This is an optimization exercise on Yosys and OpenROAD, whose aim is small area, a short achievable clock period and few clock cycles, not a production implementation.
Function was checked by simulation only, so behaviour that the tests miss may differ from the original.
No activity file was given, so power comes from the tool's default toggle rates.

`design/flow/config.mk`:
```
export PLATFORM = sky130hd
export DESIGN_NAME = MS
export DESIGN_NICKNAME = MS
export VERILOG_FILES = /design/flow/design.v
export SDC_FILE = /design/flow/constraint.sdc
export NUM_CORES = 4
export LEC_CHECK = 0
export CAP_MARGIN = 20
export CORE_MARGIN = 2
export CORE_UTILIZATION = 60
export SLEW_MARGIN = 20
export SYNTH_MEMORY_MAX_BITS = 8192
```
`design/flow/constraint.sdc`:
```
create_clock -name core_clock -period 12.0 [get_ports {clk}]
set_input_delay 2.4000 -clock core_clock [delete_from_list [all_inputs] [get_ports {clk}]]
set_output_delay 2.4000 -clock core_clock [all_outputs]
set_load 0.01 [all_outputs]
```
`design/flow/design.v`:
```
module RA1SH(Q, CLK, CEN, WEN, A, D, OEN);
output reg [7:0] Q;
input CLK, CEN, WEN, OEN;
input [7:0] A;
input [7:0] D;
reg [7:0] mem [0:255];
always @(posedge CLK) begin
	if (!CEN) begin
		if (!WEN) mem[A] <= D;
		else Q <= mem[A];
	end
end
endmodule
module MS(
	rst_n,
	clk,
	in_valid,
	maze,
	player_x,
	player_y,
	prize_x_1,
	prize_y_1,
	prize_x_2,
	prize_y_2,
	prize_x_3,
	prize_y_3,
	out_valid,
	out_x,
	out_y
);
input rst_n, clk, in_valid;
input [14:0] maze;
input [3:0] player_x, player_y;
input [3:0] prize_x_1, prize_y_1;
input [3:0] prize_x_2, prize_y_2;
input [3:0] prize_x_3, prize_y_3;
output reg out_valid;
output reg [3:0] out_x, out_y;
localparam ST_IDLE  = 3'd0,
           ST_LOAD  = 3'd1,
           ST_INJ   = 3'd2,
           ST_FLOOD = 3'd3,
           ST_CHASE = 3'd4,
           ST_WAIT  = 3'd5;
reg [2:0] st;
reg [3:0] cnt;
reg       ivr;      
reg [2:0] remc;     
reg [2:0] pend;     
reg       clrf;     
reg       ij;
reg [2:0] jx, jy;   
reg       jnd;      
reg [1:0] jd;       
reg       half;     
reg       sxo, syo;  
reg [5:0] ci;       
reg [7:0] cr, cc;   
reg [3:0] qx1, qy1, qx2, qy2, qx3, qy3;
reg       wpop;     
reg [1:0] wd;
reg [2:0] fm [0:7];
reg [3:0] wp, rp;   
reg [55:0] hw, vw;
wire [6:0] hrow = ~{maze[13], maze[11], maze[9], maze[7], maze[5], maze[3], maze[1]};
wire [7:0] vrow = ~{maze[14], maze[12], maze[10], maze[8], maze[6], maze[4], maze[2], maze[0]};
wire idl = (st == ST_IDLE) || (st == ST_WAIT);
wire ldh = (idl && !ivr) || (st == ST_LOAD && !cnt[0]);
wire ldv = idl || (st == ST_LOAD && cnt[0]);
always @(posedge clk) begin
	if (ldh) hw <= {hrow, hw[55:7]};
	if (ldv) vw <= {vrow, vw[55:8]};
end
wire [2:0] pfirst = pend[0] ? 3'b001 : pend[1] ? 3'b010 : 3'b100;
wire [3:0] px_s = pfirst[0] ? qx1 : pfirst[1] ? qx2 : qx3;
wire [3:0] py_s = pfirst[0] ? qy1 : pfirst[1] ? qy2 : qy3;
wire p_nd = ~px_s[0] & ~py_s[0];
wire consume = p_nd | half;
wire [2:0] nops = 3'd3 + {2'b00, qx1[0] | qy1[0]} + {2'b00, qx2[0] | qy2[0]} +
                  {2'b00, qx3[0] | qy3[0]};
wire pgo = (st == ST_INJ) || (st == ST_LOAD && cnt >= 4'd14 - {1'b0, nops});
wire [7:0] ca = 8'b1 << jx;
wire [7:0] ra = 8'b1 << jy;
reg [63:0] R, E, D0, D1;
genvar gi, gj;
generate
for (gj = 0; gj < 8; gj = gj + 1) begin : row
	for (gi = 0; gi < 8; gi = gi + 1) begin : col
		localparam integer N = gj * 8 + gi;
		wire nr = (gi < 7) ? (hw[(gj*7+gi) % 56]    & R[(N+1) % 64]) : 1'b0;
		wire nl = (gi > 0) ? (hw[(gj*7+gi+55) % 56] & R[(N+63) % 64]) : 1'b0;
		wire nd = (gj < 7) ? (vw[(gj*8+gi) % 56]    & R[(N+8) % 64]) : 1'b0;
		wire nu = (gj > 0) ? (vw[(gj*8+gi+48) % 56] & R[(N+56) % 64]) : 1'b0;
		wire er = (gi < 7) ? (hw[(gj*7+gi) % 56]    & E[(N+1) % 64]) : 1'b0;
		wire el = (gi > 0) ? (hw[(gj*7+gi+55) % 56] & E[(N+63) % 64]) : 1'b0;
		wire ed = (gj < 7) ? (vw[(gj*8+gi) % 56]    & E[(N+8) % 64]) : 1'b0;
		wire eu = (gj > 0) ? (vw[(gj*8+gi+48) % 56] & E[(N+56) % 64]) : 1'b0;
		wire anye = er | el | ed | eu;
		wire anyn = nr | nl | nd | nu;
		wire axe = ~(er | el);
		wire nge = axe ? ~ed : el;
		wire axn = ~(nr | nl);
		wire ngn = axn ? ~nd : nl;
		wire nax = anye ? axe : axn;
		wire nng = anye ? nge : ngn;
		wire isA = ca[gi] & ra[gj];
		wire Rb = R[N] & ~clrf_j;
		wire Eb = E[N] & ~clrf_j;
		always @(posedge clk) begin
			R[N] <= ij ? (Rb | isA) : (R[N] | anyn);
			E[N] <= ij ? (Eb | (isA & jnd)) : (R[N] | anye);
			if (ij ? (isA & ~jnd & ~Rb) : ~R[N]) begin
				D0[N] <= ij ? jd[1] : nax;
				D1[N] <= ij ? jd[0] : nng;
			end
		end
	end
end
endgenerate
reg clrf_j;
function sel64;    
	input [63:0] v;
	input [7:0] r, c;
	integer j;
	begin
		sel64 = 1'b0;
		for (j = 0; j < 8; j = j + 1)
			sel64 = sel64 | (r[j] & |(v[j*8 +: 8] & c));
	end
endfunction
wire s_pv = syo;
wire s_node = ~sxo & ~syo;
wire [5:0] ciB = ci + (s_pv ? 6'd8 : 6'd1);
wire [7:0] crB = s_pv ? {cr[6:0], 1'b0} : cr;
wire [7:0] ccB = s_pv ? cc : {cc[6:0], 1'b0};
wire sRA = sel64(R, cr, cc);
wire sEA = sel64(E, cr, cc);
wire sRB = sel64(R, crB, ccB);
wire goA = sRA & (~sRB | sEA);
wire sdet = ~ij & (s_node ? sRA : (sRA | sRB));
wire [1:0] cd = {sel64(D0, cr, cc), sel64(D1, cr, cc)};
wire [2:0] cxp = cd[0] ? ci[2:0] - 3'd1 : ci[2:0] + 3'd1;
wire [2:0] cyp = cd[0] ? ci[5:3] - 3'd1 : ci[5:3] + 3'd1;
wire [5:0] cnext = cd[1] ? {cyp, ci[2:0]} : {ci[5:3], cxp};
function [1:0] pend_at;    
	input [5:0] n;
	input [3:0] x, y;
	begin
		pend_at[1] = ~x[0] & ~y[0] & (n == {y[3:1], x[3:1]});
		pend_at[0] = (x[0] | y[0]) & ((n == {y[3:1], x[3:1]}) ||
		             (n == {y[3:1] + {2'b00, y[0]}, x[3:1] + {2'b00, x[0]}}));
	end
endfunction
wire [1:0] e1 = pend_at(ci, qx1, qy1);
wire [1:0] e2 = pend_at(ci, qx2, qy2);
wire [1:0] e3 = pend_at(ci, qx3, qy3);
wire [2:0] fnode = remc & {e3[1], e2[1], e1[1]};
wire [2:0] fpass = remc & {e3[0], e2[0], e1[0]};
wire fpass_any = ~(|fnode) & (|fpass);
wire [2:0] fid = (|fnode) ? fnode : fpass;
wire found = |fid;
wire [2:0] remc_n = remc & ~fid;
function [2:0] first3;
	input [2:0] m;
	first3 = m[0] ? 3'b001 : m[1] ? 3'b010 : m[2] ? 3'b100 : 3'b000;
endfunction
wire [2:0] rw1 = remc & 3'b110, rw2 = remc & 3'b101, rw3 = remc & 3'b011;
wire [2:0] nf1 = first3(rw1), nf2 = first3(rw2), nf3 = first3(rw3);
wire [2:0] nfirst = (fid[0] ? nf1 : 3'b000) | (fid[1] ? nf2 : 3'b000) | (fid[2] ? nf3 : 3'b000);
wire [3:0] nx_s = nfirst[0] ? qx1 : nfirst[1] ? qx2 : qx3;
wire [3:0] ny_s = nfirst[0] ? qy1 : nfirst[1] ? qy2 : qy3;
wire n_nd = ~nx_s[0] & ~ny_s[0];
wire [2:0] npend = n_nd ? (remc_n & ~nfirst) : remc_n;
wire hx = fpass_any & ~cd[1];
wire hy = fpass_any & cd[1];
wire full = (wp[2:0] == rp[2:0]) & (wp[3] ^ rp[3]);
wire empty = (wp == rp);
wire chase = (st == ST_CHASE);
wire c_push = chase & ~(|fnode) & ~full;
wire c_fin = chase & ((|fnode) | ((|fpass) & ~full));
wire d_push = (st == ST_FLOOD) & sdet & ~s_node & ~full;
wire d_go = (st == ST_FLOOD) & sdet & (s_node | ~full);
wire push = c_push | d_push;
wire [2:0] pdat = chase ? {|fpass, cd} : {1'b0, s_pv, goA};
wire w_node = ~out_x[0] & ~out_y[0];
wire need_pop = w_node | wpop;
wire [2:0] fhead = fm[rp[2:0]];
wire move = need_pop ? ~empty : 1'b1;
wire pop = move & need_pop;
wire [1:0] mdir = need_pop ? fhead[1:0] : wd;
wire [3:0] xi = out_x + 4'd1;
wire [3:0] xd = out_x - 4'd1;
wire [3:0] yi = out_y + 4'd1;
wire [3:0] yd = out_y - 4'd1;
wire [3:0] nx = mdir[1] ? out_x : (mdir[0] ? xd : xi);
wire [3:0] ny = mdir[1] ? (mdir[0] ? yd : yi) : out_y;
wire start = ivr && idl;
always @(posedge clk) begin
	if (push) fm[wp[2:0]] <= pdat;
end
always @(posedge clk or negedge rst_n) begin
	if (!rst_n) begin
		st <= ST_IDLE;
		cnt <= 4'd0;
		ivr <= 1'b0;
		remc <= 3'b000;
		pend <= 3'b000;
		half <= 1'b0;
		clrf <= 1'b0;
		ij <= 1'b0;
		wpop <= 1'b1;
		wp <= 4'd0;
		rp <= 4'd0;
		out_valid <= 1'b0;
	end else begin
		out_valid <= move;
		ivr <= in_valid;
		ij <= 1'b0;
		if (pgo && pend != 3'b000) begin
			ij <= 1'b1;
			half <= ~consume;
			if (consume) pend <= pend & ~pfirst;
			clrf <= 1'b0;
		end
		if (c_fin && remc_n != 3'b000) ij <= 1'b1;
		if (push) wp <= wp + 4'd1;
		if (pop) rp <= rp + 4'd1;
		if (move) wpop <= pop & fhead[2];
		if (start) begin
			st <= ST_LOAD;
			cnt <= 4'd2;
			remc <= 3'b111;
			pend <= 3'b111;
			half <= 1'b0;
			clrf <= 1'b1;
			wp <= 4'd0;
			rp <= 4'd0;
		end else begin
			case (st)
			ST_LOAD: begin
				cnt <= cnt + 4'd1;
				if (cnt == 4'd2) begin
					out_valid <= 1'b1;
					wpop <= 1'b1;
				end
				if (cnt == 4'd14) st <= ST_FLOOD;
			end
			ST_INJ: begin
				if (consume && (pend & ~pfirst) == 3'b000) st <= ST_FLOOD;
			end
			ST_FLOOD: begin
				if (d_go) st <= ST_CHASE;
			end
			ST_CHASE: begin
				if (c_fin) begin
					remc <= remc_n;
					if (remc_n == 3'b000) st <= ST_WAIT;
					else begin
						pend <= npend;
						half <= ~n_nd;
						clrf <= 1'b0;
						st <= (npend == 3'b000) ? ST_FLOOD : ST_INJ;
					end
				end
			end
			ST_WAIT: ;
			default: st <= ST_IDLE;
			endcase
		end
	end
end
always @(posedge clk) begin
	if (c_fin) begin
		jx <= nx_s[3:1];
		jy <= ny_s[3:1];
		jnd <= n_nd;
		jd <= {ny_s[0], 1'b0};
		clrf_j <= 1'b1;
	end else if (pgo) begin
		jx <= px_s[3:1] + {2'b00, half & px_s[0]};
		jy <= py_s[3:1] + {2'b00, half & py_s[0]};
		jnd <= p_nd;
		jd <= {py_s[0], half};
		clrf_j <= clrf;
	end
	if (st == ST_LOAD) begin
		qx1 <= prize_x_1; qy1 <= prize_y_1;
		qx2 <= prize_x_2; qy2 <= prize_y_2;
		qx3 <= prize_x_3; qy3 <= prize_y_3;
	end
	if (st == ST_LOAD && cnt == 4'd3) begin
		sxo <= out_x[0]; syo <= out_y[0];
		ci <= {out_y[3:1], out_x[3:1]};
		cr <= 8'b1 << out_y[3:1];
		cc <= 8'b1 << out_x[3:1];
	end else if (d_go) begin
		if (!s_node && !goA) begin
			ci <= ciB;
			cr <= crB;
			cc <= ccB;
		end
	end else if (c_push && !(c_fin && !cd[0])) begin
		ci <= cnext;
		if (cd[1]) cr <= cd[0] ? {1'b0, cr[7:1]} : {cr[6:0], 1'b0};
		else       cc <= cd[0] ? {1'b0, cc[7:1]} : {cc[6:0], 1'b0};
	end
	if (c_fin) begin
		sxo <= hx; syo <= hy;
	end
	if (st == ST_LOAD && cnt == 4'd2) begin
		out_x <= player_x; out_y <= player_y;
	end else if (move) begin
		out_x <= nx; out_y <= ny;
		wd <= mdir;
	end
end
endmodule
```
`design/flow/flow/run.sh`:
```
#!/bin/bash
# The standard layout (synthesis unchanged), with timing repair aiming
# for a larger setup margin than the default flow settings allow. The full
# output of the make run (yosys, openroad, klayout) goes to standard.log;
# each ORFS step also keeps its own log under orfs/logs.
set -euo pipefail
bash standard.sh SETUP_SLACK_MARGIN=8.5 finish > standard.log 2>&1
```
`design/flow/standard.sh`:
```
#!/bin/bash
# synth_recipe.tcl (not shown) runs the flow's synth.tcl, then flattens the netlist and writes it again
# the make line also repeats each setting of config.mk as NAME=value (left out here)
make -C /OpenROAD-flow-scripts/flow DESIGN_CONFIG=/design/flow/config.mk WORK_HOME=/design/flow/orfs CLKGATE_MAP_FILE= SYNTH_SCRIPT=/design/flow/synth_recipe.tcl "${@:-finish}"
```
==> flow_summary.html, run 1 <==
<table>
<tr><th>Metric</th><th>Value</th></tr>
<tr><th colspan="2">Run status</th></tr>
<tr><td>Run status</td><td>timing/DRC/antenna clean</td></tr>
<tr><th colspan="2">Synth</th></tr>
<tr><td>Number of unique standard cell types used by synthesis</td><td>94</td></tr>
<tr><td>Fraction of synthesized cell area in xor and xnor cells</td><td>2.02%</td></tr>
<tr><td>Number of standard cells after synthesis</td><td>2853</td></tr>
<tr><td>Most used flip-flop cell after synthesis</td><td>edfxtp_1</td></tr>
<tr><td>Dominant combinational cell family by area after synthesis</td><td>compound AO/OA/AOI/OAI gates</td></tr>
<tr><td>Post-Synth Adder-Cell Area</td><td>1.71%</td></tr>
<tr><td>Simple-gate portion of the synthesized area</td><td>10.8%</td></tr>
<tr><td>Post-synthesis cell area</td><td>27700 um2</td></tr>
<tr><td>Number of enable-type register cells in the synthesized netlist</td><td>330</td></tr>
<tr><td>Library cell occupying the most area in the post-synthesis netlist</td><td>edfxtp_1</td></tr>
<tr><td>Area fraction in compound gates after synthesis</td><td>29.8%</td></tr>
<tr><td>Multiplexer area fraction after synthesis</td><td>3.59%</td></tr>
<tr><td>Post-Syn Area per Cell</td><td>9.71 um2</td></tr>
<tr><td>Yosys warnings</td><td>1</td></tr>
<tr><td>Portion of the post-synthesis area used by sequential elements</td><td>47.6%</td></tr>
<tr><td>Net count after synthesis</td><td>2937</td></tr>
<tr><td>Portion of synthesized cell area occupied by the leading cell type</td><td>35.8%</td></tr>
<tr><td>Area contributors post-synth</td><td>edfxtp_1 36%, dfxtp_1 9.4%, a22oi_1 7.2%, a21oi_1 4.7%, nand2_1 3.9%</td></tr>
<tr><td>Fraction of registers with async set/reset</td><td>5.54%</td></tr>
<tr><td>Synthesized flop and latch total</td><td>487</td></tr>
<tr><th colspan="2">STA</th></tr>
<tr><td>Max Transition Viols Final</td><td>0</td></tr>
<tr><td>Final count of hold timing violations</td><td>0</td></tr>
<tr><td>Total Negative Setup Slacks</td><td>0 ns</td></tr>
<tr><td>Worst hold margin</td><td>0.505 ns</td></tr>
<tr><td>Actual slew at the worst max-slew pin</td><td>1.26 ns</td></tr>
<tr><td>Maximum clock skew at final layout</td><td>0.0494 ns</td></tr>
<tr><td>Final period utilization</td><td>30.1%</td></tr>
<tr><td># setup viols final</td><td>0</td></tr>
<tr><td>Final Critical Period</td><td>3.62 ns</td></tr>
<tr><td>Max frequency</td><td>276 MHz</td></tr>
<tr><td>RSZ-0062 raised after global routing</td><td>yes</td></tr>
<tr><td>Worst slew margin relative to its limit</td><td>16.2%</td></tr>
<tr><th colspan="2">Die</th></tr>
<tr><td>Floorplan die width</td><td>219 um</td></tr>
<tr><td>Cell row count</td><td>78</td></tr>
<tr><td>Area of the core</td><td>45500 um2</td></tr>
<tr><td>Starting density of the core</td><td>60.9%</td></tr>
<tr><td>Die area</td><td>47900 um2</td></tr>
<tr><td>Floorplan die height</td><td>219 um</td></tr>
<tr><td>I/O pin cnt</td><td>59</td></tr>
<tr><th colspan="2">Layout</th></tr>
<tr><td>Total Nets Final</td><td>2865</td></tr>
<tr><td>Most frequent standard cell in the layout excluding fill and tap cells</td><td>edfxtp_1</td></tr>
<tr><td>Final Instance Area</td><td>30700 um2</td></tr>
<tr><td>Commonest cells after routing, fill and taps aside</td><td>330 x edfxtp_1, 284 x nand2_1, 266 x a22oi_1</td></tr>
<tr><td>Proportion of layout cells with a drive suffix above 1</td><td>10.7%</td></tr>
<tr><td>Area growth from synthesis to layout</td><td>10.7%</td></tr>
<tr><th colspan="2">Power</th></tr>
<tr><td>Post-layout total power</td><td>9400 uW</td></tr>
<tr><td>Power per unit of standard cell area</td><td>306 nW/um2</td></tr>
<tr><td>Max rail drop VDD</td><td>0.000260 V</td></tr>
<tr><td>Leakage power total</td><td>0.0110 uW</td></tr>
<tr><th colspan="2">Placed design</th></tr>
<tr><td>Placed Area</td><td>28400 um2</td></tr>
<tr><td>RePlAce Congestion</td><td>1.00</td></tr>
<tr><td>Number of buffers inserted by port buffering</td><td>58</td></tr>
<tr><td>Detailed-placement wirelength estimate</td><td>70.3 mm</td></tr>
<tr><th colspan="2">CTS</th></tr>
<tr><td>Deepest clock path buffer count</td><td>3</td></tr>
<tr><td>Clock slew seen by the registers of the worst setup and hold paths</td><td>0.07 ns</td></tr>
<tr><td>Root Buffer Master</td><td>clkbuf_16</td></tr>
<tr><td>Hold_buf cts</td><td>0</td></tr>
<tr><td>Number of buffers created by CTS</td><td>53</td></tr>
<tr><td>Clock sink count</td><td>487</td></tr>
<tr><td># H-tree levels</td><td>2</td></tr>
<tr><td>Clock tree from TritonCTS</td><td>built</td></tr>
<tr><td>Worst skew pair latency</td><td>0.65 ns</td></tr>
<tr><th colspan="2">Global routing</th></tr>
<tr><td>Total Routing Usage GR</td><td>44.8%</td></tr>
<tr><td>Global-route wire length before repair</td><td>161 mm</td></tr>
<tr><td>GR Overflow Total</td><td>0</td></tr>
<tr><td>Largest net degree at the start of global routing</td><td>186</td></tr>
<tr><td>Number of global-route vias before repair</td><td>25.3k</td></tr>
<tr><td>Initial antenna violation count</td><td>2</td></tr>
<tr><th colspan="2">Worst hold path</th></tr>
<tr><td>Worst hold-check path type</td><td>flip-flop to flip-flop</td></tr>
<tr><th colspan="2">Drt</th></tr>
<tr><td>Average vias per placed instance</td><td>7.85</td></tr>
<tr><td>Mean routed wirelength per cell</td><td>31.9 um</td></tr>
<tr><td>DRC</td><td>0</td></tr>
<tr><td>Number of violations reported at the end of detailed-routing iteration 0</td><td>4872</td></tr>
<tr><td>Detailed Route WL</td><td>109 mm</td></tr>
<tr><td>First-pass detailed-route iteration total</td><td>8</td></tr>
<tr><td>Via total after detailed routing</td><td>26.9k</td></tr>
<tr><td>Detail Route Antenna Nets</td><td>0</td></tr>
<tr><th colspan="2">Critical path</th></tr>
<tr><td>Slack of the worst reg-to-reg path</td><td>8.38 ns</td></tr>
<tr><td>Cell breakdown of the critical path</td><td>buf_4 -&gt; buf_12 -&gt; nand2_2 -&gt; buf_4 -&gt; o31ai_1</td></tr>
<tr><td>Slowest cell on the critical path</td><td>nand2_2</td></tr>
<tr><td>Family with the most delay on the worst path</td><td>buffers and inverters</td></tr>
<tr><td>Cell occurring most often along the worst timing path</td><td>buf_4</td></tr>
<tr><td>Maximum fanout along the worst path</td><td>185</td></tr>
<tr><td>Worst EP required</td><td>12.43 ns</td></tr>
<tr><td>Critical Path AT</td><td>4.04 ns</td></tr>
<tr><td>Kind of critical path</td><td>flip-flop to flip-flop</td></tr>
<tr><td>Type of element capturing the critical path</td><td>flip-flop</td></tr>
<tr><td>Buffer and inverter count on the worst path</td><td>3</td></tr>
<tr><td>Stage delay of the slowest cell on the critical path</td><td>0.64 ns</td></tr>
<tr><td>Critical path startpoint category</td><td>flip-flop</td></tr>
<tr><th colspan="2">Run</th></tr>
<tr><td>Max_cap viols</td><td>0</td></tr>
</table>
-- cells by family after synthesis --
family / after synthesis
compound gates: 1201
simple gates: 660
flops: 487
buf+inv: 320
mux: 86
xor+xnor: 64
fa+ha+maj: 35
-- layout make-up --
type | count | area [um2]
diodes | 3 | 7.51
repair buffers | 146 | 1300
fillers | 3515 | 14800
flip-flops and latches | 487 | 13200
inverters | 47 | 186
clock inverters | 21 | 218
well taps | 600 | 751
multi-input cells | 2046 | 13500
clock buffers | 78 | 1550
-- power by group --
group | leakage, uW | total (uW) | switching (uW) | internal (uW)
clock | 0.000880 | 1710 | 728 | 981
sequential | 0.00449 | 3880 | 1170 | 2720
combinational | 0.00560 | 3810 | 2400 | 1410
-- Yosys cell counts, drive strengths merged, types with 82 or more instances --
master    n
edfxtp  330
o31ai    87
nor2    174
a31oi    82
nand2   287
o21ai    96
a21oi   264
a22oi   268
a211oi   83
clkbuf  222
dfxtp   130
-- per-stage QoR --
stage / setup slack, ns / utilization [%] / cells
3_5_place_dp: 7.55 / 62.5 / 3287
6_report: 8.38 / 67.4 / 3428
5_1_grt: 8.35 / 67.4 / 3425
2_1_floorplan: 8.46 / - / 2853
4_1_cts: 8.38 / 66.8 / 3404
3_3_place_gp: 7.71 / 62.5 / 3286
-- metal layers --
| layer | global-route usage, % | wire, um |
|---|---|---|
| met5 | 0 | 29 |
| met3 | 13.5 | 16800 |
| met2 | 66.2 | 46500 |
| met1 | 58.5 | 38300 |
| met4 | 26.2 | 7760 |
-- registers in the layout (all words and copies together), names as in the netlist, 4 cells and up --
name,count
cc,8
cnt,4
out_y,4
qy2,4
qx1,4
qx2,4
vw,56
qx3,4
D1,64
rp,4
D0,64
R,64
qy1,4
hw,56
wp,4
fm,24
qy3,4
ci,6
cr,8
E,64
out_x,4
-- what timing repair did --
item,CTS,global route
endpoints found under the setup margin,83,83
cloned,1,0
pin swaps,1,2
setup buffers,17,20
gates resized for setup,57,27
-- final timing paths --
path	from	end	depth (start not counted)
worst max register to register	ij	D1[14]	5
worst max-delay path	ij	D1[14]	5
worst min register to register	wp[3]	wp[3]	1
min in group asynchronous	rst_n	wp[1]	2
worst min-delay path	wp[3]	wp[3]	1
max in group asynchronous	rst_n	ij	2
-- worst reg2reg max path, delay by kind of cell (launching register included) --
family,cells,cell delay (ns)
buf+inv,3,1.63
simple gates,1,1.14
compound gates,1,0.24
flops,1,0.44
Testbench counts, summed over its fixed seeds: cycles 6,411.
==> inputs of run 2 (changes only) <==
--- a/design/flow/design.v
+++ b/design/flow/design.v
@@ -59,4 +59,5 @@
 reg [3:0] qx1, qy1, qx2, qy2, qx3, qy3;
 reg       wpop;     
+reg [3:0] wx, wy;   
 reg [1:0] wd;
 reg [2:0] fm [0:7];
@@ -183,5 +184,5 @@
 wire push = c_push | d_push;
 wire [2:0] pdat = chase ? {|fpass, cd} : {1'b0, s_pv, goA};
-wire w_node = ~out_x[0] & ~out_y[0];
+wire w_node = ~wx[0] & ~wy[0];
 wire need_pop = w_node | wpop;
 wire [2:0] fhead = fm[rp[2:0]];
@@ -189,10 +190,10 @@
 wire pop = move & need_pop;
 wire [1:0] mdir = need_pop ? fhead[1:0] : wd;
-wire [3:0] xi = out_x + 4'd1;
-wire [3:0] xd = out_x - 4'd1;
-wire [3:0] yi = out_y + 4'd1;
-wire [3:0] yd = out_y - 4'd1;
-wire [3:0] nx = mdir[1] ? out_x : (mdir[0] ? xd : xi);
-wire [3:0] ny = mdir[1] ? (mdir[0] ? yd : yi) : out_y;
+wire [3:0] xi = wx + 4'd1;
+wire [3:0] xd = wx - 4'd1;
+wire [3:0] yi = wy + 4'd1;
+wire [3:0] yd = wy - 4'd1;
+wire [3:0] nx = mdir[1] ? wx : (mdir[0] ? xd : xi);
+wire [3:0] ny = mdir[1] ? (mdir[0] ? yd : yi) : wy;
 wire start = ivr && idl;
 always @(posedge clk) begin
@@ -290,8 +291,8 @@
 	end
 	if (st == ST_LOAD && cnt == 4'd3) begin
-		sxo <= out_x[0]; syo <= out_y[0];
-		ci <= {out_y[3:1], out_x[3:1]};
-		cr <= 8'b1 << out_y[3:1];
-		cc <= 8'b1 << out_x[3:1];
+		sxo <= wx[0]; syo <= wy[0];
+		ci <= {wy[3:1], wx[3:1]};
+		cr <= 8'b1 << wy[3:1];
+		cc <= 8'b1 << wx[3:1];
 	end else if (d_go) begin
 		if (!s_node && !goA) begin
@@ -309,8 +310,12 @@
 	end
 	if (st == ST_LOAD && cnt == 4'd2) begin
+		wx <= player_x; wy <= player_y;
 		out_x <= player_x; out_y <= player_y;
 	end else if (move) begin
+		wx <= nx; wy <= ny;
 		out_x <= nx; out_y <= ny;
 		wd <= mdir;
+	end else begin
+		out_x <= 4'd0; out_y <= 4'd0;
 	end
 end
--- a/design/flow/flow/run.sh
+++ b/design/flow/flow/run.sh
@@ -5,3 +5,3 @@
 # each ORFS step also keeps its own log under orfs/logs.
 set -euo pipefail
-bash standard.sh SETUP_SLACK_MARGIN=8.5 finish > standard.log 2>&1
+bash standard.sh SETUP_SLACK_MARGIN=8.7 finish > standard.log 2>&1
==> flow_summary.html, run 2 <==
<table>
<tr><th>Metric</th><th>Value</th></tr>
<tr><th colspan="2">STA</th></tr>
<tr><td>Max frequency</td><td>286 MHz (+3.4%)</td></tr>
<tr><td>Final period utilization</td><td>29.1% (-1.0 points)</td></tr>
<tr><td>Maximum clock skew at final layout</td><td>0.0339 ns (-0.0155 ns)</td></tr>
<tr><td>Actual slew at the worst max-slew pin</td><td>1.18 ns (-0.0723 ns)</td></tr>
<tr><td>Fin worst setup slack</td><td>8.50 ns (+0.120 ns)</td></tr>
<tr><td>Final Critical Period</td><td>3.50 ns (-0.120 ns)</td></tr>
<tr><td># setup viols final</td><td>0 (unchanged)</td></tr>
<tr><td>RSZ-0062 raised after global routing</td><td>yes</td></tr>
<tr><td>Final count of hold timing violations</td><td>0 (unchanged)</td></tr>
<tr><td>Worst slew margin relative to its limit</td><td>21.0% (+4.8 points)</td></tr>
<tr><td>Total Negative Setup Slacks</td><td>0 ns (unchanged)</td></tr>
<tr><td>Max Transition Viols Final</td><td>0 (unchanged)</td></tr>
<tr><th colspan="2">Run status</th></tr>
<tr><td>Run status</td><td>timing/DRC/antenna clean</td></tr>
<tr><th colspan="2">Drt</th></tr>
<tr><td>Via total after detailed routing</td><td>27.0k (+0.45%)</td></tr>
<tr><td>Detail Route Antenna Nets</td><td>0 (unchanged)</td></tr>
<tr><td>Detailed Route WL</td><td>110 mm (+0.50%)</td></tr>
<tr><td>Mean routed wirelength per cell</td><td>31.9 um (-0.23%)</td></tr>
<tr><td>Number of violations reported at the end of detailed-routing iteration 0</td><td>5961 (+22%)</td></tr>
<tr><td>DRC</td><td>0 (unchanged)</td></tr>
<tr><td>Average vias per placed instance</td><td>7.83 (-0.28%)</td></tr>
<tr><td>First-pass detailed-route iteration total</td><td>10 (+2)</td></tr>
<tr><th colspan="2">Synth</th></tr>
<tr><td>Top-count cell post-synth</td><td>edfxtp_1</td></tr>
<tr><td>Post-synthesis cell area</td><td>27700 um2 (about the same)</td></tr>
<tr><td>Most used flip-flop cell after synthesis</td><td>edfxtp_1</td></tr>
<tr><td>Fraction of registers with async set/reset</td><td>5.45% (-0.090 points)</td></tr>
<tr><td>Net count after synthesis</td><td>2919 (-0.61%)</td></tr>
<tr><td>Most used standard cells in the synthesized netlist</td><td>330 x edfxtp_1, 258 x a21oi_1, 258 x nand2_1</td></tr>
<tr><td>Post-Syn Area per Cell</td><td>9.78 um2 (+0.64%)</td></tr>
<tr><td>Library cell occupying the most area in the post-synthesis netlist</td><td>edfxtp_1</td></tr>
<tr><td>Synthesized flop and latch total</td><td>495 (+1.6%)</td></tr>
<tr><td>Yosys warnings</td><td>1 (unchanged)</td></tr>
<tr><td>Portion of the post-synthesis area used by sequential elements</td><td>48.2% (+0.57 points)</td></tr>
<tr><td>Portion of synthesized cell area occupied by the leading cell type</td><td>35.8% (about the same)</td></tr>
<tr><td>Number of enable-type register cells in the synthesized netlist</td><td>330 (unchanged)</td></tr>
<tr><td>Area contributors post-synth</td><td>edfxtp_1 36%, dfxtp_1 10%, a22oi_1 6.9%, a21oi_1 4.7%, nand2_1 3.5%</td></tr>
<tr><td>Number of unique standard cell types used by synthesis</td><td>91 (-3.2%)</td></tr>
<tr><td>Number of standard cells after synthesis</td><td>2835 (-0.63%)</td></tr>
<tr><th colspan="2">Placed design</th></tr>
<tr><td>RePlAce Congestion</td><td>0.979 (-2.1%)</td></tr>
<tr><td>Place WS</td><td>7.77 ns (+0.220 ns)</td></tr>
<tr><td>Number of buffers inserted by port buffering</td><td>58 (unchanged)</td></tr>
<tr><td>Detailed-placement wirelength estimate</td><td>69.1 mm (-1.7%)</td></tr>
<tr><th colspan="2">Layout</th></tr>
<tr><td>Area growth from synthesis to layout</td><td>13.1%</td></tr>
<tr><td>Proportion of layout cells with a drive suffix above 1</td><td>11.7% (+1.0 points)</td></tr>
<tr><td>Most frequent standard cell in the layout excluding fill and tap cells</td><td>edfxtp_1</td></tr>
<tr><td>Total Nets Final</td><td>2887 (+0.77%)</td></tr>
<tr><td>Commonest cells after routing, fill and taps aside</td><td>330 x edfxtp_1, 257 x a21oi_1, 256 x nand2_1</td></tr>
<tr><th colspan="2">Die</th></tr>
<tr><td>I/O pin cnt</td><td>59 (unchanged)</td></tr>
<tr><td>Area of the core</td><td>45500 um2 (unchanged)</td></tr>
<tr><td>Starting density of the core</td><td>60.9% (about the same)</td></tr>
<tr><td>Floorplan die height</td><td>219 um (about the same)</td></tr>
<tr><td>Cell row count</td><td>78 (unchanged)</td></tr>
<tr><td>Die area</td><td>47900 um2 (about the same)</td></tr>
<tr><td>Floorplan die width</td><td>219 um (about the same)</td></tr>
<tr><th colspan="2">Critical path</th></tr>
<tr><td>Maximum fanout along the worst path</td><td>1 (-99%)</td></tr>
<tr><td>Slowest cell on the critical path</td><td>dfrtp_1</td></tr>
<tr><td>Cell breakdown of the critical path</td><td>buf_2</td></tr>
<tr><td>Worst EP required</td><td>9.60 ns (-2.83 ns)</td></tr>
<tr><td>Kind of critical path</td><td>flip-flop to output pin</td></tr>
<tr><td>R2r worst-path depth</td><td>12 (+7)</td></tr>
<tr><td>Type of element capturing the critical path</td><td>output pin</td></tr>
<tr><td>R2R Path Start</td><td>syo</td></tr>
<tr><td>Stage delay of the slowest cell on the critical path</td><td>0.35 ns (-0.29 ns)</td></tr>
<tr><td>Critical path startpoint category</td><td>flip-flop</td></tr>
<tr><td>Buffer and inverter count on the worst path</td><td>1 (-2)</td></tr>
<tr><td>Family with the most delay on the worst path</td><td>flip-flops</td></tr>
<tr><td>End of the worst register-to-register path</td><td>ci[1]</td></tr>
<tr><td>Critical Path AT</td><td>1.10 ns (-2.94 ns)</td></tr>
<tr><td>Slack of the worst reg-to-reg path</td><td>8.58 ns (+0.20 ns)</td></tr>
<tr><td>Cell count along the critical path</td><td>1 (-4)</td></tr>
<tr><th colspan="2">Power</th></tr>
<tr><td>Leakage power total</td><td>0.0113 uW (+3.3%)</td></tr>
<tr><td>Max rail drop VDD</td><td>0.000215 V (-17%)</td></tr>
<tr><td>Power per unit of standard cell area</td><td>306 nW/um2 (about the same)</td></tr>
<tr><th colspan="2">Worst hold path</th></tr>
<tr><td>Hold path depth</td><td>1 (unchanged)</td></tr>
<tr><td>Worst Min Path Start</td><td>clrf</td></tr>
<tr><td>Worst hold-check path type</td><td>flip-flop to flip-flop</td></tr>
<tr><td>Worst Hold End</td><td>clrf</td></tr>
<tr><th colspan="2">Run</th></tr>
<tr><td>Max_cap viols</td><td>0 (unchanged)</td></tr>
<tr><th colspan="2">CTS</th></tr>
<tr><td>Clock tree from TritonCTS</td><td>built</td></tr>
<tr><td>Hold_buf cts</td><td>0 (unchanged)</td></tr>
<tr><td>Deepest clock path buffer count</td><td>3 (unchanged)</td></tr>
<tr><td>Root Buffer Master</td><td>clkbuf_16</td></tr>
<tr><td>Clock sink count</td><td>495 (+1.6%)</td></tr>
<tr><td>Clock slew seen by the registers of the worst setup and hold paths</td><td>0.06 ns (about the same)</td></tr>
<tr><td>Worst skew pair latency</td><td>0.64 ns (about the same)</td></tr>
<tr><td># H-tree levels</td><td>2 (unchanged)</td></tr>
<tr><td>Number of buffers created by CTS</td><td>54 (+1.9%)</td></tr>
<tr><th colspan="2">Global routing</th></tr>
<tr><td>Global-route wire length before repair</td><td>158 mm (-1.5%)</td></tr>
<tr><td>GR Overflow Total</td><td>0 (unchanged)</td></tr>
<tr><td>Initial antenna violation count</td><td>3 (+1)</td></tr>
<tr><td>Total Routing Usage GR</td><td>44.1% (-0.71 points)</td></tr>
<tr><td>Number of global-route vias before repair</td><td>25.1k (-0.89%)</td></tr>
<tr><td>Largest net degree at the start of global routing</td><td>200 (+7.5%)</td></tr>
</table>
## run 2: changes by cell type in the layout (fill, tap and decap cells not counted), sizes merged, moves of 7 or more
| cell | change |
|---|---|
| nor2 | +7 |
| and2 | +9 |
| nand2 | -27 |
| xor2 | -8 |
| xnor2 | +7 |
| inv | +14 |
| a22oi | -13 |
| buf | +26 |
| mux2i | +11 |
| dfxtp | +8 |
| clkbuf | +9 |
| mux2 | -33 |
## run 2: cell families after synthesis
kind of cell    count (synthesis)  synth area share (%)
xor+xnor                       65                  2.15
mux                            64                  2.67
fa+ha+maj                      35                  1.71
compound gates               1214                  30.5
simple gates                  631                  10.1
flops                         495                  48.2
buf+inv                       331                  4.70
## run 2: stage by stage
stage          cell area (um2)  power [uW]  hold WS (ns)  util [%]  cells
2_1_floorplan            27700        6040         0.449         -   2835
3_3_place_gp             28400        7290         0.467      62.4   3267
3_5_place_dp             28400        7400         0.469      62.4   3267
4_1_cts                  30500        9150         0.483      67.1   3397
5_1_grt                  31300        9910         0.511      68.9   3449
6_report                 31400        9610         0.486      68.9   3453
## run 2: report_power, final
group / leakage (uW) / internal [uW] / switching (uW)
Clock: 0.000855 / 939 / 736
Sequential: 0.00452 / 2770 / 1310
Combinational: 0.00596 / 1470 / 2390
## run 2: area by class of cell
cell class | instances | area [um2]
diodes | 4 | 10.0
clock buffers | 82 | 1560
clock inverters | 20 | 174
fillers | 3538 | 14100
inverters | 59 | 225
multi-input cells | 2015 | 13500
flip-flops and latches | 495 | 13400
well taps | 600 | 751
repair buffers | 178 | 1800
## run 2: worst max-delay path by stage
stage | from | to | slack [ns]
after floorplan | cc[4] | ci[2] | 8.72
after global placement | cc[0] | cc[0] | 7.91
after detailed placement | cc[0] | cc[0] | 7.77
after CTS | out_valid | out_valid | 8.48
after global routing | out_valid | out_valid | 8.47
final | out_valid | out_valid | 8.50
## run 2: metal layers
metal	vias up	global-route usage, %	wire [um]
li1	11033	-	-
met1	12751	56.9	38500
met2	2636	65.5	47000
met3	611	14.4	17200
met4	2	25.0	7260
met5	-	0	62
## run 2: timing repair
action	in CTS	in global routing
pin swaps	11	27
cloned	5	10
endpoints found under the setup margin	195	123
buffers inserted	23	42
resized for setup	84	63
Testbench counts of run 2, summed over its fixed seeds: cycles 6,411.
==> inputs of run 3 (changes only) <==
--- a/design/flow/flow/run.sh
+++ b/design/flow/flow/run.sh
@@ -5,3 +5,3 @@
 # each ORFS step also keeps its own log under orfs/logs.
 set -euo pipefail
-bash standard.sh SETUP_SLACK_MARGIN=8.7 finish > standard.log 2>&1
+bash standard.sh SETUP_SLACK_MARGIN=8.5 finish > standard.log 2>&1
==> flow_summary.html, run 3 <==
<table>
<tr><th>Metric</th><th>Value</th></tr>
<tr><th colspan="2">Run status</th></tr>
<tr><td>Run status</td><td>timing/DRC/antenna clean</td></tr>
<tr><th colspan="2">Layout</th></tr>
<tr><td>Most frequent standard cell in the layout excluding fill and tap cells</td><td>edfxtp_1</td></tr>
<tr><td>Area growth from synthesis to layout</td><td>9.95%</td></tr>
<tr><td>Proportion of layout cells with a drive suffix above 1</td><td>8.81% (-2.9 points)</td></tr>
<tr><td>Total Nets Final</td><td>2832 (-1.9%)</td></tr>
<tr><td>Final Instance Area</td><td>30500 um2 (-2.8%)</td></tr>
<tr><td>Commonest cells after routing, fill and taps aside</td><td>330 x edfxtp_1, 257 x a21oi_1, 255 x nand2_1</td></tr>
<tr><td>Final cell count without fillers</td><td>3393 (-1.7%)</td></tr>
<tr><th colspan="2">Global routing</th></tr>
<tr><td>Largest net degree at the start of global routing</td><td>200 (unchanged)</td></tr>
<tr><td>Global-route wire length before repair</td><td>154 mm (-2.5%)</td></tr>
<tr><td>Fraction of met1 tracks used by global routing</td><td>57.9% (+0.99 points)</td></tr>
<tr><td>Global routing usage on met3</td><td>12.0% (-2.4 points)</td></tr>
<tr><td>Total Routing Usage GR</td><td>42.8% (-1.4 points)</td></tr>
<tr><td>GR Overflow Total</td><td>0 (unchanged)</td></tr>
<tr><td>GR Layer Usage met2</td><td>62.7% (-2.8 points)</td></tr>
<tr><td>Initial antenna violation count</td><td>1 (-2)</td></tr>
<tr><td>Number of global-route vias before repair</td><td>24.4k (-2.5%)</td></tr>
<tr><td>Layer carrying the most global-route usage</td><td>met2</td></tr>
<tr><th colspan="2">STA</th></tr>
<tr><td>Worst slew margin relative to its limit</td><td>19.7% (-1.4 points)</td></tr>
<tr><td># setup viols final</td><td>0 (unchanged)</td></tr>
<tr><td>Total Negative Setup Slacks</td><td>0 ns (unchanged)</td></tr>
<tr><td>Actual slew at the worst max-slew pin</td><td>1.20 ns (+0.0205 ns)</td></tr>
<tr><td>Worst hold margin</td><td>0.483 ns (-0.00358 ns)</td></tr>
<tr><td>Max Transition Viols Final</td><td>0 (unchanged)</td></tr>
<tr><td>Max frequency</td><td>286 MHz (-0.15%)</td></tr>
<tr><td>Maximum clock skew at final layout</td><td>0.0312 ns (-0.00270 ns)</td></tr>
<tr><td>Final period utilization</td><td>29.2% (+0.044 points)</td></tr>
<tr><td>Final Critical Period</td><td>3.50 ns (+0.00531 ns)</td></tr>
<tr><td>RSZ-0062 raised after global routing</td><td>yes</td></tr>
<tr><td>Fin worst setup slack</td><td>8.50 ns (-0.00531 ns)</td></tr>
<tr><td>Final count of hold timing violations</td><td>0 (unchanged)</td></tr>
<tr><th colspan="2">CTS</th></tr>
<tr><td>Deepest clock path buffer count</td><td>3 (unchanged)</td></tr>
<tr><td>Hold_buf cts</td><td>0 (unchanged)</td></tr>
<tr><td>Clock sink count</td><td>495 (unchanged)</td></tr>
<tr><td>Root Buffer Master</td><td>clkbuf_16</td></tr>
<tr><td>Worst skew pair latency</td><td>0.63 ns (about the same)</td></tr>
<tr><td>Number of buffers created by CTS</td><td>52 (-3.7%)</td></tr>
<tr><td># H-tree levels</td><td>2 (unchanged)</td></tr>
<tr><td>Clock tree from TritonCTS</td><td>built</td></tr>
<tr><td>Clock slew seen by the registers of the worst setup and hold paths</td><td>0.06 ns (about the same)</td></tr>
<tr><th colspan="2">Synth</th></tr>
<tr><td>Portion of the post-synthesis area used by sequential elements</td><td>48.2% (unchanged)</td></tr>
<tr><td>Library cell occupying the most area in the post-synthesis netlist</td><td>edfxtp_1</td></tr>
<tr><td>Post-synthesis cell area</td><td>27700 um2 (unchanged)</td></tr>
<tr><td>Portion of synthesized cell area occupied by the leading cell type</td><td>35.8% (unchanged)</td></tr>
<tr><td>Post-Syn Area per Cell</td><td>9.78 um2 (unchanged)</td></tr>
<tr><td>Number of unique standard cell types used by synthesis</td><td>91 (unchanged)</td></tr>
<tr><td>Number of standard cells after synthesis</td><td>2835 (unchanged)</td></tr>
<tr><td>Most used flip-flop cell after synthesis</td><td>edfxtp_1</td></tr>
<tr><td>Most used standard cells in the synthesized netlist</td><td>330 x edfxtp_1, 258 x a21oi_1, 258 x nand2_1</td></tr>
<tr><td>Yosys warnings</td><td>1 (unchanged)</td></tr>
<tr><td>Area contributors post-synth</td><td>edfxtp_1 36%, dfxtp_1 10%, a22oi_1 6.9%, a21oi_1 4.7%, nand2_1 3.5%</td></tr>
<tr><td>Net count after synthesis</td><td>2919 (unchanged)</td></tr>
<tr><td>Number of enable-type register cells in the synthesized netlist</td><td>330 (unchanged)</td></tr>
<tr><td>Fraction of registers with async set/reset</td><td>5.45% (unchanged)</td></tr>
<tr><td>Top-count cell post-synth</td><td>edfxtp_1</td></tr>
<tr><td>Synthesized flop and latch total</td><td>495 (unchanged)</td></tr>
<tr><th colspan="2">Die</th></tr>
<tr><td>Die area</td><td>47900 um2 (unchanged)</td></tr>
<tr><td>Cell row count</td><td>78 (unchanged)</td></tr>
<tr><td>Floorplan die width</td><td>219 um (unchanged)</td></tr>
<tr><td>Starting density of the core</td><td>60.9% (unchanged)</td></tr>
<tr><td>I/O pin cnt</td><td>59 (unchanged)</td></tr>
<tr><td>Floorplan die height</td><td>219 um (unchanged)</td></tr>
<tr><td>Area of the core</td><td>45500 um2 (unchanged)</td></tr>
<tr><th colspan="2">Critical path</th></tr>
<tr><td>Cell count along the critical path</td><td>1 (unchanged)</td></tr>
<tr><td>Slowest cell on the critical path</td><td>dfrtp_1</td></tr>
<tr><td>Type of element capturing the critical path</td><td>output pin</td></tr>
<tr><td>Family with the most delay on the worst path</td><td>flip-flops</td></tr>
<tr><td>Critical Path AT</td><td>1.10 ns (about the same)</td></tr>
<tr><td>Slack of the worst reg-to-reg path</td><td>8.59 ns (about the same)</td></tr>
<tr><td>Worst EP required</td><td>9.60 ns (about the same)</td></tr>
<tr><td>Kind of critical path</td><td>flip-flop to output pin</td></tr>
<tr><td>Stage delay of the slowest cell on the critical path</td><td>0.35 ns (about the same)</td></tr>
<tr><td>Critical path startpoint category</td><td>flip-flop</td></tr>
<tr><td>Buffer and inverter count on the worst path</td><td>1 (unchanged)</td></tr>
<tr><td>Cell breakdown of the critical path</td><td>buf_2</td></tr>
<tr><td>R2r worst-path depth</td><td>11 (-1)</td></tr>
<tr><td>Maximum fanout along the worst path</td><td>1 (unchanged)</td></tr>
<tr><th colspan="2">Worst hold path</th></tr>
<tr><td>Hold path depth</td><td>1 (unchanged)</td></tr>
<tr><td>Worst hold-check path type</td><td>flip-flop to flip-flop</td></tr>
<tr><th colspan="2">Power</th></tr>
<tr><td>Max rail drop VDD</td><td>0.000270 V (+26%)</td></tr>
<tr><td>Leakage power total</td><td>0.0109 uW (-3.5%)</td></tr>
<tr><td>Clk pwr share</td><td>17.5% (about the same)</td></tr>
<tr><td>Portion of total power attributed to combinational logic</td><td>39.0% (-1.1 points)</td></tr>
<tr><td>Sw Ratio</td><td>46.1% (about the same)</td></tr>
<tr><td>Internal power</td><td>5090 uW (-1.5%)</td></tr>
<tr><td>Register share of total power</td><td>43.6% (+1.2 points)</td></tr>
<tr><td>Net switching power figure</td><td>4360 uW (-1.6%)</td></tr>
<tr><td>Power per unit of standard cell area</td><td>310 nW/um2 (+1.3%)</td></tr>
<tr><th colspan="2">Placed design</th></tr>
<tr><td>RePlAce Congestion</td><td>0.958 (-2.2%)</td></tr>
<tr><td>Detailed-placement wirelength estimate</td><td>67.9 mm (-1.7%)</td></tr>
<tr><td>Number of buffers inserted by port buffering</td><td>58 (unchanged)</td></tr>
<tr><td>Placed Area</td><td>28400 um2 (about the same)</td></tr>
<tr><td>Cell total after placement</td><td>3265 (-0.061%)</td></tr>
<tr><td>Place WS</td><td>7.64 ns (-0.132 ns)</td></tr>
<tr><th colspan="2">Drt</th></tr>
<tr><td>Via total after detailed routing</td><td>26.4k (-2.4%)</td></tr>
<tr><td>Average vias per placed instance</td><td>7.77 (-0.70%)</td></tr>
<tr><td>Detailed Route WL</td><td>106 mm (-4.0%)</td></tr>
<tr><td>Mean routed wirelength per cell</td><td>31.1 um (-2.3%)</td></tr>
<tr><td>DRC</td><td>0 (unchanged)</td></tr>
<tr><td>Number of violations reported at the end of detailed-routing iteration 0</td><td>5497 (-7.8%)</td></tr>
<tr><td>First-pass detailed-route iteration total</td><td>8 (-2)</td></tr>
<tr><td>Detail Route Antenna Nets</td><td>0 (unchanged)</td></tr>
<tr><th colspan="2">Run</th></tr>
<tr><td>Max_cap viols</td><td>0 (unchanged)</td></tr>
</table>
## run 3: cell counts after synthesis
No cell type changed its count.
## run 3: cells by family after synthesis
kind of cell | Yosys count | share of synthesized area, %
compound gates | 1214 | 30.5
xor+xnor | 65 | 2.15
fa+ha+maj | 35 | 1.71
buf+inv | 331 | 4.70
flops | 495 | 48.2
mux | 64 | 2.67
simple gates | 631 | 10.1
## run 3: stage by stage
step	util, %	total power, uW
2_1_floorplan	-	6040
3_3_place_gp	62.4	7360
3_5_place_dp	62.4	7470
4_1_cts	66.2	9100
5_1_grt	67.0	9790
6_report	67.0	9460
## run 3: final timing paths
check | startpoint | end
setup / recovery | out_valid | out_valid
min in group asynchronous | rst_n | out_valid
hold / removal | clrf | clrf
hold reg to reg | clrf | clrf
setup reg to reg | cc[3] | ci[2]
max in group asynchronous | rst_n | ij
## run 3: per-layer routing
| layer | part of all wire (%) | vias up |
|---|---|---|
| met4 | 6.4 | 4 |
| met5 | 0.027 | - |
| met1 | 36 | 12494 |
| met2 | 43 | 2455 |
| li1 | - | 10919 |
| met3 | 15 | 504 |
## run 3: final cells by class
class                           instances  area (um2)
Multi-Input combinational cell       2009       13200
Inverter                               59         225
Clock buffer                           70        1480
Timing Repair Buffer                  131        1240
Sequential cell                       495       13400
Fill cell                            3583       15000
Tap cell                              600         751
Clock inverter                         28         215
Antenna cell                            1        2.50
## run 3: power by group through the flow
stage	clock network, uW	registers [uW]	logic [uW]
after floorplan	0	3190	2850
after global placement	0	4040	3320
after detailed placement	0	4050	3420
after CTS	1640	4020	3450
after global routing	1700	4140	3950
final	1650	4120	3680
## run 3: repair_timing
item,CTS,global route
gates cloned,0,4
pin swaps,1,7
buffers inserted,4,21
setup endpoints to repair,89,125
resized for setup,46,24
==> inputs of run 4 (changes only) <==
--- a/design/flow/design.v
+++ b/design/flow/design.v
@@ -177,9 +177,9 @@
 wire full = (wp[2:0] == rp[2:0]) & (wp[3] ^ rp[3]);
 wire empty = (wp == rp);
-wire chase = (st == ST_CHASE);
+wire chase = (st == ST_CHASE) | ((st == ST_FLOOD) & sdet & s_node);
 wire c_push = chase & ~(|fnode) & ~full;
 wire c_fin = chase & ((|fnode) | ((|fpass) & ~full));
 wire d_push = (st == ST_FLOOD) & sdet & ~s_node & ~full;
-wire d_go = (st == ST_FLOOD) & sdet & (s_node | ~full);
+wire d_go = (st == ST_FLOOD) & sdet & ~s_node & ~full;
 wire push = c_push | d_push;
 wire [2:0] pdat = chase ? {|fpass, cd} : {1'b0, s_pv, goA};
@@ -250,8 +250,7 @@
 				if (consume && (pend & ~pfirst) == 3'b000) st <= ST_FLOOD;
 			end
-			ST_FLOOD: begin
+			ST_FLOOD, ST_CHASE: begin
 				if (d_go) st <= ST_CHASE;
-			end
-			ST_CHASE: begin
+				if (chase && !c_fin) st <= ST_CHASE;
 				if (c_fin) begin
 					remc <= remc_n;
==> flow_summary.html, run 4 <==
<table>
<tr><th>Metric</th><th>Value</th></tr>
<tr><th colspan="2">Layout</th></tr>
<tr><td>Total Nets Final</td><td>2815 (-0.60%)</td></tr>
<tr><td>Number of filler instances in the final layout</td><td>3575 (-0.22%)</td></tr>
<tr><td>Area growth from synthesis to layout</td><td>10.1%</td></tr>
<tr><td>Commonest cells after routing, fill and taps aside</td><td>330 x edfxtp_1, 257 x a21oi_1, 251 x a22oi_1</td></tr>
<tr><td>Proportion of layout cells with a drive suffix above 1</td><td>9.01% (+0.20 points)</td></tr>
<tr><td>Most frequent standard cell in the layout excluding fill and tap cells</td><td>edfxtp_1</td></tr>
<tr><td>Final cell count without fillers</td><td>3377 (-0.47%)</td></tr>
<tr><th colspan="2">Synth</th></tr>
<tr><td>Top-count cell post-synth</td><td>edfxtp_1</td></tr>
<tr><td>Fraction of registers with async set/reset</td><td>5.45% (unchanged)</td></tr>
<tr><td>Library cell occupying the most area in the post-synthesis netlist</td><td>edfxtp_1</td></tr>
<tr><td>Number of enable-type register cells in the synthesized netlist</td><td>330 (unchanged)</td></tr>
<tr><td>Number of unique standard cell types used by synthesis</td><td>84 (-7.7%)</td></tr>
<tr><td>Portion of synthesized cell area occupied by the leading cell type</td><td>36.0% (+0.25 points)</td></tr>
<tr><td>Synthesized flop and latch total</td><td>495 (unchanged)</td></tr>
<tr><td>Yosys warnings</td><td>1 (unchanged)</td></tr>
<tr><td>Post-Syn Area per Cell</td><td>9.73 um2 (-0.44%)</td></tr>
<tr><td>Most used flip-flop cell after synthesis</td><td>edfxtp_1</td></tr>
<tr><td>Post-synthesis cell area</td><td>27500 um2 (-0.68%)</td></tr>
<tr><td>Portion of the post-synthesis area used by sequential elements</td><td>48.5% (+0.33 points)</td></tr>
<tr><td>Most used standard cells in the synthesized netlist</td><td>330 x edfxtp_1, 259 x a21oi_1, 259 x nand2_1</td></tr>
<tr><td>Number of standard cells after synthesis</td><td>2828 (-0.25%)</td></tr>
<tr><td>Area contributors post-synth</td><td>edfxtp_1 36%, dfxtp_1 10%, a22oi_1 6.8%, a21oi_1 4.7%, nand2_1 3.5%</td></tr>
<tr><td>Net count after synthesis</td><td>2912 (-0.24%)</td></tr>
<tr><th colspan="2">Critical path</th></tr>
<tr><td>Critical path startpoint category</td><td>flip-flop</td></tr>
<tr><td>Cell breakdown of the critical path</td><td>buf_4 -&gt; a22oi_1 -&gt; nand4_1 -&gt; a22o_1 -&gt; a221o_1 -&gt; nor2_2 -&gt; buf_8 -&gt; inv_1 -&gt; fa_1 -&gt; xnor2_1 -&gt; xnor2_1 -&gt; o221ai_1</td></tr>
<tr><td>Slowest cell on the critical path</td><td>fa_1</td></tr>
<tr><td>Critical Path AT</td><td>3.88 ns (+2.78 ns)</td></tr>
<tr><td>Type of element capturing the critical path</td><td>flip-flop</td></tr>
<tr><td>Cell occurring most often along the worst timing path</td><td>xnor2_1</td></tr>
<tr><td>Maximum fanout along the worst path</td><td>41 (+40)</td></tr>
<tr><td>Family with the most delay on the worst path</td><td>compound AO/OA/AOI/OAI gates</td></tr>
<tr><td>Buffer and inverter count on the worst path</td><td>3 (+2)</td></tr>
<tr><td>Stage delay of the slowest cell on the critical path</td><td>0.40 ns (+0.05 ns)</td></tr>
<tr><td>Worst EP required</td><td>12.35 ns (+2.75 ns)</td></tr>
<tr><td>Kind of critical path</td><td>flip-flop to flip-flop</td></tr>
<tr><th colspan="2">Die</th></tr>
<tr><td>Die area</td><td>47600 um2 (-0.67%)</td></tr>
<tr><td>Floorplan die height</td><td>218 um (-0.34%)</td></tr>
<tr><td>Starting density of the core</td><td>60.8% (-0.15 points)</td></tr>
<tr><td>Area of the core</td><td>45300 um2 (-0.43%)</td></tr>
<tr><td>Floorplan die width</td><td>218 um (-0.34%)</td></tr>
<tr><td>Cell row count</td><td>78 (unchanged)</td></tr>
<tr><td>I/O pin cnt</td><td>59 (unchanged)</td></tr>
<tr><th colspan="2">CTS</th></tr>
<tr><td>Hold_buf cts</td><td>0 (unchanged)</td></tr>
<tr><td>Number of buffers created by CTS</td><td>52 (unchanged)</td></tr>
<tr><td>Clock tree from TritonCTS</td><td>built</td></tr>
<tr><td># H-tree levels</td><td>2 (unchanged)</td></tr>
<tr><td>Root Buffer Master</td><td>clkbuf_16</td></tr>
<tr><td>Worst skew pair latency</td><td>0.63 ns (about the same)</td></tr>
<tr><td>Clock sink count</td><td>495 (unchanged)</td></tr>
<tr><td>Clock slew seen by the registers of the worst setup and hold paths</td><td>0.06 ns (about the same)</td></tr>
<tr><td>Deepest clock path buffer count</td><td>3 (unchanged)</td></tr>
<tr><th colspan="2">STA</th></tr>
<tr><td>Total Negative Setup Slacks</td><td>0 ns (unchanged)</td></tr>
<tr><td>Max frequency</td><td>283 MHz (-0.80%)</td></tr>
<tr><td>Worst hold margin</td><td>0.528 ns (+0.0454 ns)</td></tr>
<tr><td>RSZ-0062 raised after global routing</td><td>yes</td></tr>
<tr><td># setup viols final</td><td>0 (unchanged)</td></tr>
<tr><td>Worst slew margin relative to its limit</td><td>20.9% (+1.2 points)</td></tr>
<tr><td>Max Transition Viols Final</td><td>0 (unchanged)</td></tr>
<tr><td>Maximum clock skew at final layout</td><td>0.0344 ns (+0.00315 ns)</td></tr>
<tr><td>Actual slew at the worst max-slew pin</td><td>1.19 ns (-0.0185 ns)</td></tr>
<tr><td>Final Critical Period</td><td>3.53 ns (+0.0282 ns)</td></tr>
<tr><td>Final period utilization</td><td>29.4% (+0.23 points)</td></tr>
<tr><td>Final count of hold timing violations</td><td>0 (unchanged)</td></tr>
<tr><td>Fin worst setup slack</td><td>8.47 ns (-0.0282 ns)</td></tr>
<tr><th colspan="2">Global routing</th></tr>
<tr><td>Number of global-route vias before repair</td><td>25.1k (+2.5%)</td></tr>
<tr><td>Initial antenna violation count</td><td>2 (+1)</td></tr>
<tr><td>Global-route wire length before repair</td><td>158 mm (+2.2%)</td></tr>
<tr><td>Total Routing Usage GR</td><td>44.4% (+1.6 points)</td></tr>
<tr><td>Largest net degree at the start of global routing</td><td>88 (-56%)</td></tr>
<tr><td>GR Overflow Total</td><td>0 (unchanged)</td></tr>
<tr><th colspan="2">Placed design</th></tr>
<tr><td>Place WS</td><td>7.85 ns (+0.214 ns)</td></tr>
<tr><td>RePlAce Congestion</td><td>0.968 (+1.1%)</td></tr>
<tr><td>Number of buffers inserted by port buffering</td><td>58 (unchanged)</td></tr>
<tr><td>Cell total after placement</td><td>3258 (-0.21%)</td></tr>
<tr><td>Detailed-placement wirelength estimate</td><td>68.6 mm (+1.0%)</td></tr>
<tr><th colspan="2">Run status</th></tr>
<tr><td>Run status</td><td>timing/DRC/antenna clean</td></tr>
<tr><th colspan="2">Drt</th></tr>
<tr><td>Via total after detailed routing</td><td>26.4k (+0.072%)</td></tr>
<tr><td>Detail Route Antenna Nets</td><td>0 (unchanged)</td></tr>
<tr><td>Mean routed wirelength per cell</td><td>32.0 um (+2.6%)</td></tr>
<tr><td>DRC</td><td>0 (unchanged)</td></tr>
<tr><td>Detailed Route WL</td><td>108 mm (+2.2%)</td></tr>
<tr><td>Number of violations reported at the end of detailed-routing iteration 0</td><td>4661 (-15%)</td></tr>
<tr><td>First-pass detailed-route iteration total</td><td>7 (-1)</td></tr>
<tr><td>Average vias per placed instance</td><td>7.82 (+0.55%)</td></tr>
<tr><th colspan="2">Worst hold path</th></tr>
<tr><td>Worst hold-check path type</td><td>flip-flop to flip-flop</td></tr>
<tr><th colspan="2">Power</th></tr>
<tr><td>Max rail drop VDD</td><td>0.000252 V (-6.9%)</td></tr>
<tr><td>Power per unit of standard cell area</td><td>310 nW/um2 (about the same)</td></tr>
<tr><td>Leakage power total</td><td>0.0107 uW (-1.8%)</td></tr>
<tr><th colspan="2">Run</th></tr>
<tr><td>Max_cap viols</td><td>0 (unchanged)</td></tr>
</table>
[run 4: through the flow]
stage                     util [%]  power [uW]  cell area, um2
after floorplan                  -        5890           27500
after global placement        62.3        7260           28200
after detailed placement      62.3        7350           28200
after CTS                     66.5        9100           30100
after global routing          66.9        9720           30300
final                         66.9        9400           30300
[run 4: per-layer routing]
layer / up-vias / part of all wire [%] / track usage (%)
met2: 2460 / 43 / 65.6
met4: 4 / 7.6 / 29.3
met1: 12509 / 35 / 57.3
met3: 546 / 15 / 12.4
li1: 10876 / - / -
met5: - / 0.031 / 0
[run 4: final timing paths]
| check | startpoint | to | slack [ns] | cells past startpoint |
|---|---|---|---|---|
| hold reg to reg | clrf | clrf | 0.53 | 2 |
| hold / removal | clrf | clrf | 0.53 | 2 |
| setup reg to reg | cc[4] | ci[2] | 8.47 | 12 |
| setup / recovery | cc[4] | ci[2] | 8.47 | 12 |
| max in group asynchronous | rst_n | wpop | 9.49 | 2 |
| min in group asynchronous | rst_n | ij | 2.18 | 2 |
[run 4: report_power, final]
group	total (uW)	internal (uW)	switching (uW)
combinational	3630	1310	2320
sequential	4020	2740	1270
clock	1750	1020	727
total	9400	5080	4320
[run 4: worst min-delay path, cell delays in order (launching register included)]
cell,delay (ns)
dfrtp_1,0.32
inv_1,0.05
o21ai_1,0.12
[run 4: area by class of cell]
type                       count  area (um2)  share of cell area [%]
sequential                   495       13400                    44.0
multi-input combinational   2004       13100                    43.2
clock buffer                  65        1400                    4.62
timing repair buffer         124        1070                    3.54
tap                          600         751                    2.48
clock inverter                33         410                    1.35
inverter                      54         210                   0.693
antenna                        2        5.00                  0.0165
[run 4: timing repair]
item | CTS | global route
endpoints found under the hold margin | 0 | 0
setup buffers | 7 | 11
gates resized for setup | 52 | 25
setup endpoints to repair | 131 | 150
pin swaps | 0 | 4
cloned | 0 | 1
[run 4: kinds of logic (layout without fill, tap and decap cells)]
logic type / after synthesis / in the layout / synth area share, %
AOI/OAI and AO/OA: 1216 / 1216 / 30.4
xor gates and xnor gates: 64 / 64 / 2.04
adders and majority gates: 35 / 35 / 1.72
buffers and inverters: 330 / 276 / 4.60
DFF: 495 / 495 / 48.5
muxes: 57 / 57 / 2.39
other: 0 / 2 / 0
and+or+nand+nor: 631 / 632 / 10.4
Testbench counts of run 4, summed over its fixed seeds: cycles 6,345.

## re-timing with driven ports
The flow's constraints put no driver on any port. The routed layouts listed below were extracted and timed again, unchanged, in two steps. Step 1 sets driving cells, clkbuf_16 on the clock port and buf_2 on the other inputs (assumed; they add their load-dependent delay and slew). Step 2 times the ports against the registers' clock, not the clock port: input delays grow and output delays shrink by t, the midpoint of the rising clock arrivals with the driver on. Slacks: ideal / step 1 / step 2; pairs: ideal / step 1.
run	t, ns	setup WS [ns]	worst setup path after step 2	worst data-port slew with drivers (ns)
run 1	0.681	8.383 / 8.330 / 8.383	register to register	0.04
run 2	0.686	8.503 / 8.438 / 8.576	register to register	0.06
run 3	0.673	8.498 / 8.437 / 8.592	register to register	0.05
run 4	0.675	8.470 / 8.451 / 8.470	register to register	0.04
After both steps setup and hold are still met in every run listed.
